This design comes from an exercise in tuning for small area on the open sky130 flow, not from production work. Power is estimated from default activity; no workload was simulated.

## CPUCore
module CPUCore(
input clk,
input Reset,
output wire [15:0] mem_addr,
output wire        mem_we,
output wire [15:0] mem_wdata,
input  wire [15:0] mem_rdata
);
localparam S_INIT = 3'd0,   
           S_FTCH = 3'd1,   
           S_PRE  = 3'd2,   
           S_EXEC = 3'd3,   
           S_SHF  = 3'd4,   
           S_MSET = 3'd5,   
           S_CAP  = 3'd6,   
           S_REST = 3'd7;   
reg [3:0]   ph;
reg [2:0]   st;
reg [255:0] rf;
reg [127:0] sk;
reg [15:0]  A, D, IR;
reg [3:0]   idx;
reg         c, cp;
reg         fC, fL, fF, fZ, fN;
wire [3:0] op  = IR[15:12];
wire [3:0] rdi = IR[11:8];
wire [3:0] ext = IR[7:4];
wire [3:0] rsi = IR[3:0];
wire sInit = (st == S_INIT);
wire sFtch = (st == S_FTCH);
wire sPre  = (st == S_PRE);
wire sExec = (st == S_EXEC);
wire sShf  = (st == S_SHF);
wire sMset = (st == S_MSET);
wire sCap  = (st == S_CAP);
wire sRest = (st == S_REST);
wire ph0  = (ph == 4'd0);
wire ph1  = (ph == 4'd1);
wire ph15 = (ph == 4'd15);
wire isR    = (op == 4'h0) | (op == 4'h6) | (op == 4'h7) | (op == 4'hA) | (op == 4'hE);
wire isSH   = (op == 4'h8);
wire isMEM  = (op == 4'h4);
wire isB    = (op == 4'hC);
wire [3:0] f = isR ? ext : op;
wire knownR = (f[0] & ~(f[2] & f[1])) | (f == 4'b0010);
wire isALU  = isR ? knownR : ~(isMEM | isSH | isB);
wire isSHLR = isR & ~knownR;
wire fLOG  = (f[3:2] == 2'b00);
wire fSUBC = f[3] & ~f[2];            
wire fADDS = fSUBC | (f[3:2] == 2'b01);  
wire fCMP  = fSUBC & f[1];
wire fMOV  = f[3] & f[2] & ~f[1];
wire iLOAD  = isMEM & (ext == 4'h0);
wire iSTOR  = isMEM & (ext == 4'h4);
wire iJAL   = isMEM & (ext == 4'h8);
wire iJC    = isMEM & (ext == 4'hC);
wire iRET   = isMEM & (ext == 4'hF);
wire alu_we = isALU & ~(fCMP & ~op[2] & (op[3] ? op[0] : ~op[1]));   
wire shimm  = isSH & ~ext[2];
wire shr    = isSH & ext[0];
wire [15:0] rtap;
wire [7:0]  stap;
genvar g;
generate
  for (g = 0; g < 16; g = g + 1) begin : gr
    assign rtap[g] = rf[16*g];
  end
  for (g = 0; g < 8; g = g + 1) begin : gs
    assign stap[g] = sk[16*g];
  end
endgenerate
wire [3:0] pidx = (sPre & ~isSH) ? rsi : rdi;
wire pt   = rtap[pidx];
wire st_t = stap[0];    
reg cbase;
always @(*) begin
  case (rdi[3:1])
    3'd0: cbase = fZ;
    3'd1: cbase = fC;
    3'd2: cbase = fL;
  ...
clock: 10.0 ns
lec_check: 0
abc_area: 1
cap_margin: 20
core_margin: 2
core_utilization: 60
cts_buf_list: sky130_fd_sc_hd__clkbuf_8
cts_cluster_diameter: 50
cts_cluster_size: 20
place_density: 0.7
slew_margin: 20
standard.sh (not shown) runs the stock make flow with config.mk's settings and CLKGATE_MAP_FILE= SYNTH_SCRIPT=/design/flow/synth_recipe.tcl, a recipe that flattens the netlist after the stock synthesis.
==> flow/flow/run.sh <==
#!/bin/bash
# Standard layout, with the port buffers made from the smallest buffer cell
# and a clock tree of clkbuf_8 leaf clusters without dummy loads.
export BUFFER_PORTS_ARGS="-buffer_cell sky130_fd_sc_hd__buf_1"
export CTS_ARGS="-sink_clustering_enable -repair_clock_nets -buf_list sky130_fd_sc_hd__clkbuf_8 -sink_clustering_size 22 -sink_clustering_max_diameter 65 -dont_use_dummy_load"
bash standard.sh > standard.log 2>&1
The starting point passed the timing, DRC and antenna checks.
Next try:
==> flow/flow/run.sh (replaced) <==
#!/bin/bash
# Standard layout, with the port buffers made from the smallest buffer cell
# and a clock tree of clkbuf_8 leaf clusters without dummy loads.
export BUFFER_PORTS_ARGS="-buffer_cell sky130_fd_sc_hd__buf_1"
export CTS_ARGS="-sink_clustering_enable -repair_clock_nets -buf_list sky130_fd_sc_hd__clkbuf_16 -sink_clustering_size 36 -sink_clustering_max_diameter 50 -dont_use_dummy_load"
bash standard.sh > standard.log 2>&1
Outcome: The changed run completed without violations. Wire length went up by about 3.3%. Core utilization went up by 2.0 points. Die area does not change. Design area went up by about 3%. Total power went up by about 13%.
No functional check of the RTL was part of any run of this note.

-- afterwards: timing with drivers on the ports --
No port has a modelled driver above. Below, the same layouts with a new extraction and two added sets of constraints.
Step 1, drivers: a clkbuf_16 drives clk and a buf_2 each remaining input, both assumed.
Step 2, shift: input delay + t, output delay - t, t = (earliest + latest rising clock arrival at the registers) / 2. This alone moves slack from input paths to output paths.
Slacks: ideal / step 1 / step 2; pairs: ideal / step 1.
run | t, ns | setup WS [ns] | slew at the worst register clock pin (ns) | cell pins on the clock port's net
the first run | 0.590 | 5.628 / 5.587 / 6.177 | 0.12 / 0.12 | 1
the second run | 0.575 | 5.659 / 5.614 / 6.188 | 0.10 / 0.10 | 1
After both steps every run listed still meets setup and hold.
